This design comes from an exercise in tuning for small area, a short achievable clock period and few clock cycles on the open sky130 flow, not from production work. At most, simulation tests tie the RTL to the original design; equivalence was not proved. Power and IR drop assume default switching activity.

==> flow/design.v (excerpt) <==
module STI_DAC(clk ,reset, load, pi_data, pi_length, pi_fill, pi_msb, pi_low, pi_end,
	       so_data, so_valid,
	       oem_finish, oem_dataout, oem_addr,
	       odd1_wr, odd2_wr, odd3_wr, odd4_wr, even1_wr, even2_wr, even3_wr, even4_wr);
input		clk, reset;
input		load, pi_msb, pi_low, pi_end;
input	[15:0]	pi_data;
input	[1:0]	pi_length;
input		pi_fill;
output		so_data;
output		so_valid;
output		odd1_wr, odd2_wr, odd3_wr, odd4_wr, even1_wr, even2_wr, even3_wr, even4_wr;
output	reg	oem_finish;
output	[4:0]	oem_addr;
output	[7:0]	oem_dataout;
reg		busy;		 
reg	[2:0]	idx;		 
reg		hi;		 
reg		zero;		 
reg	[1:0]	byte_cnt;	 
reg		be;		 
reg	[7:0]	shift;		 
reg	[5:0]	pix;		 
reg	[3:1]	bge;		 
reg	[2:1]	beq;		 
reg		wr_odd;		 
reg		wr_even;	 
reg		wr_data;	 
reg		zen_n;		 
function [1:0] byte_src;	 
	input [1:0] len;
	input msb, fill, low;
	input [1:0] b;
	reg bz, bh;
	begin
		bz = 1'b0;
		bh = 1'b0;
		case (len)
		2'd0: bh = low;
		2'd1: bh = msb ^ b[0];
		2'd2: begin
			case (b)
			2'd0: begin bz = msb ^ fill; bh = msb; end
			2'd1: bh = ~fill;
			default: begin bz = ~(msb ^ fill); bh = ~msb; end
			endcase
		end
		default: begin
			bz = b[1] ^ msb ^ fill;
			bh = msb ^ b[0];
		end
		endcase
		byte_src = {bz, bh};
	end
endfunction
wire [1:0] src0 = byte_src(pi_length, pi_msb, pi_fill, pi_low, 2'd0);
wire first_bit = ~src0[1] & (pi_msb ? (src0[0] ? pi_data[15] : pi_data[7])
				  : (src0[0] ? pi_data[8] : pi_data[0]));
wire next_bit = ~zero & pi_data[{hi, idx}];
wire byte_end = be;
wire last = byte_end & (byte_cnt == pi_length);
wire [1:0] bc_next = load ? 2'd0 : byte_cnt + 2'd1;
wire [1:0] src_next = byte_src(pi_length, pi_msb, pi_fill, pi_low, bc_next);
always @(posedge clk or posedge reset) begin
	if (reset) begin
		busy <= 1'b0;
		be <= 1'b0;
	end else begin
		busy <= load | (busy & ~last);
		be <= busy & (idx == (pi_msb ? 3'd1 : 3'd6));
	end
end
wire [2:0] idx_up = idx + 3'd1;
wire [2:0] idx_dn = idx - 3'd1;
always @(posedge clk) begin
	if (load) idx <= pi_msb ? 3'd6 : 3'd1;
	else idx <= pi_msb ? idx_dn : idx_up;
	if (load | byte_end) begin
  ...
Size: about 160 cells after synthesis, ~33 flip-flops.
==> module STI_DAC, before the edit <==
module STI_DAC(clk ,reset, load, pi_data, pi_length, pi_fill, pi_msb, pi_low, pi_end,
	       so_data, so_valid,
	       oem_finish, oem_dataout, oem_addr,
	       odd1_wr, odd2_wr, odd3_wr, odd4_wr, even1_wr, even2_wr, even3_wr, even4_wr);
input		clk, reset;
input		load, pi_msb, pi_low, pi_end;
input	[15:0]	pi_data;
input	[1:0]	pi_length;
input		pi_fill;
output		so_data;
output		so_valid;
output		odd1_wr, odd2_wr, odd3_wr, odd4_wr, even1_wr, even2_wr, even3_wr, even4_wr;
output	reg	oem_finish;
output	[4:0]	oem_addr;
output	[7:0]	oem_dataout;
reg		busy;		 
reg	[2:0]	idx;		 
reg		hi;		 
reg		zero;		 
reg	[1:0]	byte_cnt;	 
reg		be;		 
reg	[7:0]	shift;		 
reg	[5:0]	pix;		 
reg	[3:1]	bge;		 
reg	[2:1]	beq;		 
reg		wr_odd;		 
reg		wr_even;	 
reg		wr_data;	 
reg		zen_n;		 
function [1:0] byte_src;	 
	input [1:0] len;
	input msb, fill, low;
	input [1:0] b;
	reg bz, bh;
	begin
		bz = 1'b0;
		bh = 1'b0;
		case (len)
		2'd0: bh = low;
		2'd1: bh = msb ^ b[0];
		2'd2: begin
			case (b)
			2'd0: begin bz = msb ^ fill; bh = msb; end
			2'd1: bh = ~fill;
			default: begin bz = ~(msb ^ fill); bh = ~msb; end
			endcase
		end
		default: begin
			bz = b[1] ^ msb ^ fill;
			bh = msb ^ b[0];
		end
		endcase
		byte_src = {bz, bh};
	end
endfunction
wire [1:0] src0 = byte_src(pi_length, pi_msb, pi_fill, pi_low, 2'd0);
wire first_bit = ~src0[1] & (pi_msb ? (src0[0] ? pi_data[15] : pi_data[7])
				  : (src0[0] ? pi_data[8] : pi_data[0]));
wire next_bit = ~zero & pi_data[{hi, idx}];
wire byte_end = be;
wire last = byte_end & (byte_cnt == pi_length);
wire [1:0] bc_next = load ? 2'd0 : byte_cnt + 2'd1;
wire [1:0] src_next = byte_src(pi_length, pi_msb, pi_fill, pi_low, bc_next);
always @(posedge clk or posedge reset) begin
	if (reset) begin
		busy <= 1'b0;
		be <= 1'b0;
	end else begin
		busy <= load | (busy & ~last);
		be <= busy & (idx == (pi_msb ? 3'd1 : 3'd6));
	end
end
wire [2:0] idx_up = idx + 3'd1;
wire [2:0] idx_dn = idx - 3'd1;
always @(posedge clk) begin
	if (load) idx <= pi_msb ? 3'd6 : 3'd1;
	else idx <= pi_msb ? idx_dn : idx_up;
	if (load | byte_end) begin
		byte_cnt <= bc_next;
		{zero, hi} <= src_next;
	end
	shift <= {shift[6:0], load ? first_bit : next_bit};
end
assign so_data = shift[0];
wire pix_ev = pix[3] ^ pix[0];
wire fill = pi_end & ~bge[1] & ~(wr_odd | wr_even);
wire slot = byte_end | fill;
always @(posedge clk or posedge reset) begin
	if (reset) begin
		pix <= 6'd0;
		bge <= 3'd0;
		beq <= 2'd0;
		wr_odd <= 1'b0;
		wr_even <= 1'b0;
		wr_data <= 1'b0;
		zen_n <= 1'b0;
		oem_finish <= 1'b0;
	end else begin
		wr_odd <= slot & ~pix_ev;
		wr_even <= slot & pix_ev;
		wr_data <= byte_end;
		zen_n <= byte_end | ~(load | busy | pi_end);
		if ((wr_odd | wr_even) & (pix == 6'd63)) begin
			bge <= {bge[2:1], 1'b1};
			beq <= {beq[1], ~bge[1]};
		end
		pix <= pix + {5'd0, wr_odd | wr_even};
		oem_finish <= pi_end & bge[1];
	end
end
assign odd1_wr  = wr_odd & ~bge[1];
assign even1_wr = wr_even & ~bge[1];
assign odd2_wr  = wr_odd & beq[1] | ~zen_n & ~bge[1];
assign even2_wr = wr_even & beq[1] | ~zen_n & ~bge[1];
assign odd3_wr  = wr_odd & beq[2] | ~zen_n & ~bge[2];
assign even3_wr = wr_even & beq[2] | ~zen_n & ~bge[2];
assign odd4_wr  = wr_odd & bge[3] | ~zen_n & ~bge[3];
assign even4_wr = wr_even & bge[3] | ~zen_n & ~bge[3];
assign oem_addr = pix[5:1];
assign so_valid = busy | wr_data;
assign oem_dataout = shift & {8{wr_data}};
endmodule
clock: 4.0 ns
lec_check: 0
cap_margin: 20
core_margin: 2
core_utilization: 40
setup_slack_margin: 2.2
slew_margin: 20
standard.sh (not shown) runs the stock make flow with config.mk's settings and CLKGATE_MAP_FILE= SYNTH_SCRIPT=/design/flow/synth_recipe.tcl, a recipe that flattens the netlist after the stock synthesis.
==> flow/flow/run.sh <==
#!/bin/bash
# Standard synthesis and layout, with plain buf_1 port buffers and free cell sizing.
set -euo pipefail
bash standard.sh synth > synth.log 2>&1
bash standard.sh 'BUFFER_PORTS_ARGS=-buffer_cell sky130_fd_sc_hd__buf_1' MATCH_CELL_FOOTPRINT=0 'CTS_ARGS=-sink_clustering_enable -repair_clock_nets -dont_use_dummy_load' finish > layout.log 2>&1
The baseline ran to the end with no violations.
Then changed:
--- a/flow/design.v
+++ b/flow/design.v
@@ -14,56 +14,41 @@
 output	[4:0]	oem_addr;
 output	[7:0]	oem_dataout;
 reg		busy;		 
 reg	[2:0]	idx;		 
 reg		hi;		 
 reg		zero;		 
-reg	[1:0]	byte_cnt;	 
 reg		be;		 
 reg	[7:0]	shift;		 
 reg	[5:0]	pix;		 
 reg	[3:1]	bge;		 
 reg	[2:1]	beq;		 
 reg		wr_odd;		 
 reg		wr_even;	 
 reg		wr_data;	 
 reg		zen_n;		 
-function [1:0] byte_src;	 
-	input [1:0] len;
-	input msb, fill, low;
-	input [1:0] b;
-	reg bz, bh;
-	begin
-		bz = 1'b0;
-		bh = 1'b0;
-		case (len)
-		2'd0: bh = low;
-		2'd1: bh = msb ^ b[0];
-		2'd2: begin
-			case (b)
-			2'd0: begin bz = msb ^ fill; bh = msb; end
-			2'd1: bh = ~fill;
-			default: begin bz = ~(msb ^ fill); bh = ~msb; end
-			endcase
-		end
-		default: begin
-			bz = b[1] ^ msb ^ fill;
-			bh = msb ^ b[0];
-		end
-		endcase
-		byte_src = {bz, bh};
-	end
-endfunction
-wire [1:0] src0 = byte_src(pi_length, pi_msb, pi_fill, pi_low, 2'd0);
-wire first_bit = ~src0[1] & (pi_msb ? (src0[0] ? pi_data[15] : pi_data[7])
-				  : (src0[0] ? pi_data[8] : pi_data[0]));
+wire off = pi_length[1] & (pi_msb ^ pi_fill);	 
+reg zero0, hi0;					 
+always @(*) begin
+	case (pi_length)
+	2'd0: begin zero0 = 1'b0; hi0 = pi_low; end
+	2'd1: begin zero0 = 1'b0; hi0 = pi_msb; end
+	2'd2: begin zero0 = off; hi0 = off ^ pi_msb; end	 
+	default: begin zero0 = off; hi0 = pi_msb; end		 
+	endcase
+end
+wire k1 = hi ^ pi_msb;
+wire last_byte = (pi_length == 2'd0)
+	| (~zero & k1 & ((pi_length == 2'd1) | off))		 
+	| (zero & ~off & (pi_length == 2'd2) & ~k1)		 
+	| (zero & ~off & (pi_length == 2'd3) & k1);		 
+wire first_bit = ~zero0 & (pi_msb ? (hi0 ? pi_data[15] : pi_data[7])
+				  : (hi0 ? pi_data[8] : pi_data[0]));
 wire next_bit = ~zero & pi_data[{hi, idx}];
 wire byte_end = be;
-wire last = byte_end & (byte_cnt == pi_length);
-wire [1:0] bc_next = load ? 2'd0 : byte_cnt + 2'd1;
-wire [1:0] src_next = byte_src(pi_length, pi_msb, pi_fill, pi_low, bc_next);
+wire last = byte_end & last_byte;
 always @(posedge clk or posedge reset) begin
 	if (reset) begin
 		busy <= 1'b0;
 		be <= 1'b0;
 	end else begin
 		busy <= load | (busy & ~last);
@@ -72,15 +57,18 @@
 end
 wire [2:0] idx_up = idx + 3'd1;
 wire [2:0] idx_dn = idx - 3'd1;
 always @(posedge clk) begin
 	if (load) idx <= pi_msb ? 3'd6 : 3'd1;
 	else idx <= pi_msb ? idx_dn : idx_up;
-	if (load | byte_end) begin
-		byte_cnt <= bc_next;
-		{zero, hi} <= src_next;
+	if (load) begin
+		zero <= zero0;
+		hi <= hi0;
+	end else if (byte_end) begin
+		zero <= zero ^ k1;
+		hi <= ~hi;
 	end
 	shift <= {shift[6:0], load ? first_bit : next_bit};
 end
 assign so_data = shift[0];
 wire pix_ev = pix[3] ^ pix[0];
 wire fill = pi_end & ~bge[1] & ~(wr_odd | wr_even);
Result:
- The new run completed with no timing, DRC or antenna violations
- global-route usage climbs by 0.26 points
- area after synthesis drops by 5.7%
- utilization climbs by 1.2 points
- power drops by 3.8%
- via count drops by 2.8%
- wire length drops by 6.4%
- worst hold slack hardly moves
- sequential share of layout area drops by 1.1 points
- cell area drops by 4.9%
- clock skew hardly moves
- die area drops by 5.3%
Testbench counts after the change, summed over its fixed seeds: cycles 10,845.
The RTL of the first run of this note was laid out without a check of its function.

-- static timing again, ports no longer ideal --
No port has a modelled driver above. Below, the same layouts with a new extraction and two added sets of constraints.
Step 1 assumes that a clkbuf_16 drives the clock port and a buf_2 every other input.
Step 2 times the ports against the registers' clock, not the clock port: input delays grow and output delays shrink by t, the midpoint of the rising clock arrivals with the driver on.
Three values: ideal, step 1, step 2; two values: the first two.
run | shift t [ns] | setup WS [ns] | hold WS [ns] | latest minus earliest clock arrival (ns)
the first run | 0.296 | 2.105 / 2.080 / 2.013 | 0.355 / 0.355 / 0.355 | 0.014 / 0.014
the second run | 0.296 | 2.118 / 2.093 / 2.006 | 0.353 / 0.353 / 0.353 | 0.013 / 0.013
After both steps setup and hold are still met in every run listed. For the second run, which loses most, drivers alone change the setup slack by -0.025 ns; drivers and shift together by -0.112 ns.
